Background: an optimization exercise with open tools, aiming at small area, a short achievable clock period and few clock cycles. Do not read the settings as production practice. Where RTL was checked, it was by simulation tests only, not by an equivalence proof against the original.

==> flow/design.v (excerpt) <==
module MyDesign (
  input  wire        dut_run,
  output reg         dut_busy,
  input  wire        reset_b,
  input  wire        clk,
  output wire        input_sram_write_enable,
  output wire [11:0] input_sram_write_addresss,
  output wire [15:0] input_sram_write_data,
  output reg  [11:0] input_sram_read_address,
  input  wire [15:0] input_sram_read_data,
  output reg         output_sram_write_enable,
  output reg  [11:0] output_sram_write_addresss,
  output reg  [15:0] output_sram_write_data,
  output wire [11:0] output_sram_read_address,
  input  wire [15:0] output_sram_read_data,
  output wire        scratchpad_sram_write_enable,
  output wire [11:0] scratchpad_sram_write_addresss,
  output wire [15:0] scratchpad_sram_write_data,
  output wire [11:0] scratchpad_sram_read_address,
  input  wire [15:0] scratchpad_sram_read_data,
  output wire        weights_sram_write_enable,
  output wire [11:0] weights_sram_write_addresss,
  output wire [15:0] weights_sram_write_data,
  output wire [11:0] weights_sram_read_address,
  input  wire [15:0] weights_sram_read_data
);
  assign input_sram_write_enable = 1'b0;
  assign input_sram_write_addresss = 12'd0;
  assign input_sram_write_data = 16'd0;
  assign output_sram_read_address = 12'd0;
  assign scratchpad_sram_write_enable = 1'b0;
  assign scratchpad_sram_write_addresss = 12'd0;
  assign scratchpad_sram_write_data = 16'd0;
  assign scratchpad_sram_read_address = 12'd0;
  assign weights_sram_write_enable = 1'b0;
  assign weights_sram_write_addresss = 12'd0;
  ...
Size in the first run: ~3000 cells after synthesis, roughly 580 flip-flops, about 230 I/O pins, ~0.034 mm² of cells after synthesis.
clock: 8.5 ns
lec_check: 0
cap_margin: 20
core_margin: 2
core_utilization: 40
cts_cluster_diameter: 80
cts_cluster_size: 30
place_density: 0.6
setup_slack_margin: 4.75
slew_margin: 20
run.sh (not shown) runs the stock make flow with config.mk's settings and CLKGATE_MAP_FILE= SYNTH_SCRIPT=/design/flow/synth_recipe.tcl, a recipe that flattens the netlist after the stock synthesis.
The baseline produced a clean layout.
Testbench counts at the start, summed over its fixed seeds: cycles 100,730.
Edit:
Settings changed: CTS_CLUSTER_DIAMETER 80 to not set, CTS_CLUSTER_SIZE 30 to not set, SETUP_SLACK_MARGIN 4.75 to 5.0.
The new run completed with no timing, DRC or antenna violations.
Die area stays the same.
Routed wire length rose by 6.3%.
Cell area rose by 7.5%.
Edit:
Settings changed: CTS_CLUSTER_DIAMETER set to 60, CTS_CLUSTER_SIZE set to 30, SETUP_SLACK_MARGIN 5.0 to 4.75.
Result: The changed run ran to the end with no violations. Sequential share of layout area grows by 2.2 points. Global-route usage shrinks by 0.64 points. Via count shrinks by 5.3%. Setup slack got worse by 95 ps.
Edit:
Settings changed: CTS_CLUSTER_DIAMETER 60 to not set, CTS_CLUSTER_SIZE 30 to not set.
Result:
- The changed run went through all stages and came out clean
- critical path depth is unchanged
- cell area climbs by 1.7%
- fmax hardly moves
- worst hold slack gets worse by 6.9 ps
- via count climbs by about 0.6%
- sequential cell count does not change

== run 1 ==
MyDesign again, from the RTL that the note above started with.
Settings: LEC_CHECK=0, ABC_AREA=1, CAP_MARGIN=20, CORE_MARGIN=2, CORE_UTILIZATION=40, CTS_CLUSTER_DIAMETER=60, CTS_CLUSTER_SIZE=30, PLACE_DENSITY=0.6, SETUP_SLACK_MARGIN=4.9, SLEW_MARGIN=20; clock period 8.5 ns.
Testbench counts of run 1, summed over its fixed seeds: cycles 100,730.
The following lists how run 2 was set up differently from run 1:
# run 1
export LEC_CHECK = 0
export ABC_AREA = 1
export CAP_MARGIN = 20
export CORE_MARGIN = 2
export CORE_UTILIZATION = 40
export CTS_CLUSTER_DIAMETER = 60
export CTS_CLUSTER_SIZE = 30
export PLACE_DENSITY = 0.6
export SETUP_SLACK_MARGIN = 4.9
export SLEW_MARGIN = 20
create_clock -name core_clock -period 8.5 [get_ports {clk}]
# run 2
export LEC_CHECK = 0
export CAP_MARGIN = 20
export CORE_MARGIN = 2
export CORE_UTILIZATION = 40
export CTS_CLUSTER_DIAMETER = 45
export CTS_CLUSTER_SIZE = 50
export PLACE_DENSITY = 0.6
export SETUP_SLACK_MARGIN = 4.75
export SLEW_MARGIN = 20
create_clock -name core_clock -period 8.5 [get_ports {clk}]
Run 2 -> run 1: utilization after layout flat. Run 2: done, clean on timing, DRC and antenna. The final reports for run 2 and run 1 show placed instance area lower in the former. Going from run 1 to run 2, initial antenna violation count increased 3, multi-input logic area went up about 3%, post-layout worst setup margin dropped 0.097 ns. Summary of run 2 over run 1: placed wire-length estimate after detailed placement shrank by 9.5%; global-route wire length before repair shrank by about 6%; hold slack held steady; wire length shrank by 7.2 mm. In the flow results for run 1 and run 2, the global-route usage is larger on run 1. When run 2 is set beside run 1, its filler-free cell count of the finished design turns out to be 493 smaller.
--- input diff run 2..run 3 ---
# run 2
export LEC_CHECK = 0
export CAP_MARGIN = 20
export CORE_MARGIN = 2
export CORE_UTILIZATION = 40
export CTS_CLUSTER_DIAMETER = 45
export CTS_CLUSTER_SIZE = 50
export PLACE_DENSITY = 0.6
export SETUP_SLACK_MARGIN = 4.75
export SLEW_MARGIN = 20
create_clock -name core_clock -period 8.5 [get_ports {clk}]
# run 3
export LEC_CHECK = 0
export CAP_MARGIN = 20
export CORE_MARGIN = 2
export CORE_UTILIZATION = 40
export CTS_CLUSTER_DIAMETER = 60
export CTS_CLUSTER_SIZE = 30
export PLACE_DENSITY = 0.6
export SETUP_SLACK_MARGIN = 4.6
export SLEW_MARGIN = 20
create_clock -name core_clock -period 8.5 [get_ports {clk}]
==> comparison <==
Between run 3 and run 2, the number of inserted filler cells in the final layout is higher for run 3. Longest individual stage delay on the worst path was higher in run 3 than in run 2. For the core utilization, run 3 came in 1.7 points lower than run 2 did. Against run 2, routed wire length in run 3 came out better. Re compound-cell area share of the yosys netlist: no difference whatsoever between run 3 and run 2.
Modified inputs, run 4 compared to run 3
# run 3
export LEC_CHECK = 0
export CAP_MARGIN = 20
export CORE_MARGIN = 2
export CORE_UTILIZATION = 40
export CTS_CLUSTER_DIAMETER = 60
export CTS_CLUSTER_SIZE = 30
export PLACE_DENSITY = 0.6
export SETUP_SLACK_MARGIN = 4.6
export SLEW_MARGIN = 20
create_clock -name core_clock -period 8.5 [get_ports {clk}]
# run 4
export LEC_CHECK = 0
export CAP_MARGIN = 20
export CORE_MARGIN = 2
export CORE_UTILIZATION = 40
export CTS_CLUSTER_DIAMETER = 50
export CTS_CLUSTER_SIZE = 40
export PLACE_DENSITY = 0.6
export SETUP_SLACK_MARGIN = 4.75
export SLEW_MARGIN = 20
create_clock -name core_clock -period 8.5 [get_ports {clk}]
## What came out
- Run 4 reached the final stage; the timing, DRC and antenna checks on its layout passed.
- Compared with run 3, in run 4 design area saw an increase, number of clock buffer instances in the layout saw an increase, met2 demand-to-capacity share in global routing saw a decrease, sequential share of layout area saw a decrease.

== 01-13 ==
MyDesign again, from the RTL that the note above started with.
Settings: LEC_CHECK=0, CAP_MARGIN=20, CORE_MARGIN=2, CORE_UTILIZATION=40, CTS_CLUSTER_DIAMETER=70, CTS_CLUSTER_SIZE=35, PLACE_DENSITY=0.6, SETUP_SLACK_MARGIN=4.75, SLEW_MARGIN=20; clock period 8.5 ns.
01-13: PASS, flow complete, no timing, DRC or antenna violations
Testbench counts of 01-13, summed over its fixed seeds: cycles 100,730.
Changes in 10-20 relative to 01-13:
Settings: swapping 35 for 30 in CTS_CLUSTER_SIZE; swapping 4.75 for 4.9 in SETUP_SLACK_MARGIN; swapping 70 for 60 in CTS_CLUSTER_DIAMETER.
==> run notes <==
Clock latency of the later-clocked register in the worst-skew pair (10-20 over 01-13): increase, 0.02 ns
Delta (10-20 minus 01-13): largest net degree at the start of global routing shows a reduction of 14%.
Summary of the comparison: critical path data arrival time is lower in 10-20, relative to 01-13.
Compared with 01-13, summed area of non-filler cells in the final layout in 10-20 increased by a few percent.
Re aggregate routed wire length: 01-13 was lower than 10-20.
Multi-input logic area ends up lower on 01-13.

Another version of the RTL of MyDesign (not shown whole).
For scale: about 3000 cells after synthesis, roughly 580 flip-flops, ~34000 sq um of cells after synthesis.
==> flow/config.mk <==
export PLATFORM = sky130hd
export DESIGN_NAME = MyDesign
export DESIGN_NICKNAME = MyDesign
export VERILOG_FILES = /design/flow/design.v
export SDC_FILE = /design/flow/constraint.sdc
export NUM_CORES = 4
export LEC_CHECK = 0
export CAP_MARGIN = 20
export CORE_MARGIN = 2
export CORE_UTILIZATION = 40
export CTS_CLUSTER_DIAMETER = 60
export CTS_CLUSTER_SIZE = 30
export PLACE_DENSITY = 0.6
export SETUP_SLACK_MARGIN = 5.0
export SLEW_MARGIN = 20
==> flow/constraint.sdc <==
create_clock -name core_clock -period 8.5 [get_ports {clk}]
set_input_delay 1.7000 -clock core_clock [delete_from_list [all_inputs] [get_ports {clk}]]
set_output_delay 1.7000 -clock core_clock [all_outputs]
set_load 0.01 [all_outputs]
Testbench counts at the start, summed over its fixed seeds: cycles 100,730.
Then changed:
--- a/flow/config.mk
+++ b/flow/config.mk
@@ -12,4 +12,4 @@
 export CTS_CLUSTER_SIZE = 30
 export PLACE_DENSITY = 0.6
-export SETUP_SLACK_MARGIN = 5.0
+export SETUP_SLACK_MARGIN = 4.9
 export SLEW_MARGIN = 20
The changed run ran to the end with no violations.
Synthesized area is unchanged.
Final area goes down by 0.39%.
First-iteration DRC count goes up by 2.5%.
Die area is unchanged.
Register-to-register slack degrades by 0.04 ns.
Setup slack degrades by 0.041 ns.
Maximum frequency goes down by 1.1%.

Setup of job 101:
Another version of the RTL of MyDesign (not shown whole).
Size: about 230 I/O pins, about 34000 um2 of cells after synthesis.
// MyDesign
module MyDesign (
  input  wire        dut_run,
  output reg         dut_busy,
  input  wire        reset_b,
  input  wire        clk,
  output wire        input_sram_write_enable,
  output wire [11:0] input_sram_write_addresss,
  output wire [15:0] input_sram_write_data,
  output reg  [11:0] input_sram_read_address,
  input  wire [15:0] input_sram_read_data,
  output reg         output_sram_write_enable,
  output reg  [11:0] output_sram_write_addresss,
  output reg  [15:0] output_sram_write_data,
  output wire [11:0] output_sram_read_address,
  input  wire [15:0] output_sram_read_data,
  output wire        scratchpad_sram_write_enable,
  output wire [11:0] scratchpad_sram_write_addresss,
  output wire [15:0] scratchpad_sram_write_data,
  output wire [11:0] scratchpad_sram_read_address,
  input  wire [15:0] scratchpad_sram_read_data,
  output wire        weights_sram_write_enable,
  output wire [11:0] weights_sram_write_addresss,
  output wire [15:0] weights_sram_write_data,
  output wire [11:0] weights_sram_read_address,
  input  wire [15:0] weights_sram_read_data
);
export LEC_CHECK = 0
export ABC_CLOCK_PERIOD_IN_PS = 3500
export CAP_MARGIN = 20
export CORE_MARGIN = 2
export CORE_UTILIZATION = 40
export PLACE_DENSITY = 0.6
export SETUP_SLACK_MARGIN = 5.0
export SLEW_MARGIN = 20
create_clock -name core_clock -period 8.5 [get_ports {clk}]
The following lists how job 102 was set up differently from job 101:
# job 101
export LEC_CHECK = 0
export ABC_CLOCK_PERIOD_IN_PS = 3500
export CAP_MARGIN = 20
export CORE_MARGIN = 2
export CORE_UTILIZATION = 40
export PLACE_DENSITY = 0.6
export SETUP_SLACK_MARGIN = 5.0
export SLEW_MARGIN = 20
create_clock -name core_clock -period 8.5 [get_ports {clk}]
# job 102
export LEC_CHECK = 0
export CAP_MARGIN = 20
export CORE_MARGIN = 2
export CORE_UTILIZATION = 40
export PLACE_DENSITY = 0.6
export SETUP_SLACK_MARGIN = 4.5
export SLEW_MARGIN = 20
create_clock -name core_clock -period 8.5 [get_ports {clk}]
==> comparison <==
- The flow did not stop early for job 102: all stages ran, and the layout cleared the timing, DRC and antenna checks.
- Looking at endpoint of the worst setup timing path, the cs1_1[8]$_DFF_P_ result is from job 101; the cs2_1[8]$_DFF_P_ one comes from job 102.
- Looking at via count across job 101 and job 102, the one that comes out lower is job 102.
- HPWL after detailed placement (job 102 vs. job 101) decreases by a few percent
- From job 101 to job 102 the numbers moved as follows: slew at the pin closest to its max-slew limit has decreased; hold slack decreased by 0.033 ns relative to the old numbers.
- Job 102 vs job 101 — count of clock-buffer cells in the layout dropped by more than 10%
- Delta (job 102 minus job 101): sequential share of layout area rose by 0.47 points, non-clock buffer count -43.
Function was not checked in any run of this note: the RTL went through the layout flow alone.

[static timing again, ports no longer ideal]
The results above use ideal ports. As a check the final layouts listed here were re-extracted and re-timed, cells and wires unchanged.
Step 1 sets driving cells, clkbuf_16 on the clock port and buf_2 on the other inputs (assumed; they add their load-dependent delay and slew).
Step 2 times the ports against the registers' clock, not the clock port: input delays grow and output delays shrink by t, the midpoint of the rising clock arrivals with the driver on.
a / b / c = no drivers / after step 1 / after step 2; a / b = the first two.
run	shift t [ns]	setup slack, ns	slew at the worst register clock pin (ns)
the first run of note 1	0.654	4.811 / 4.811 / 4.331	0.11 / 0.11
the second run of note 1	0.716	4.913 / 4.913 / 4.564	0.08 / 0.08
the third run of note 1	0.679	4.818 / 4.818 / 4.361	0.11 / 0.11
the fourth run of note 1	0.707	4.828 / 4.828 / 4.318	0.07 / 0.07
run 1	0.680	4.917 / 4.917 / 4.544	0.11 / 0.11
run 2	0.684	4.819 / 4.819 / 4.321	0.07 / 0.07
run 3	0.680	4.740 / 4.740 / 4.370	0.11 / 0.11
run 4	0.703	4.848 / 4.848 / 4.387	0.09 / 0.09
01-13	0.662	4.829 / 4.829 / 4.304	0.12 / 0.12
10-20	0.681	4.937 / 4.899 / 4.358	0.11 / 0.11
the first run of note 4	0.676	4.925 / 4.925 / 4.423	0.11 / 0.11
the second run of note 4	0.661	4.884 / 4.884 / 4.529	0.11 / 0.11
job 101	0.679	4.269 / 4.269 / 4.269	0.07 / 0.07
job 102	0.686	4.229 / 4.229 / 4.229	0.07 / 0.07
After both steps every run listed still meets setup and hold. For 10-20, which loses most, drivers alone change the setup slack by -0.038 ns; drivers and shift together by -0.579 ns.
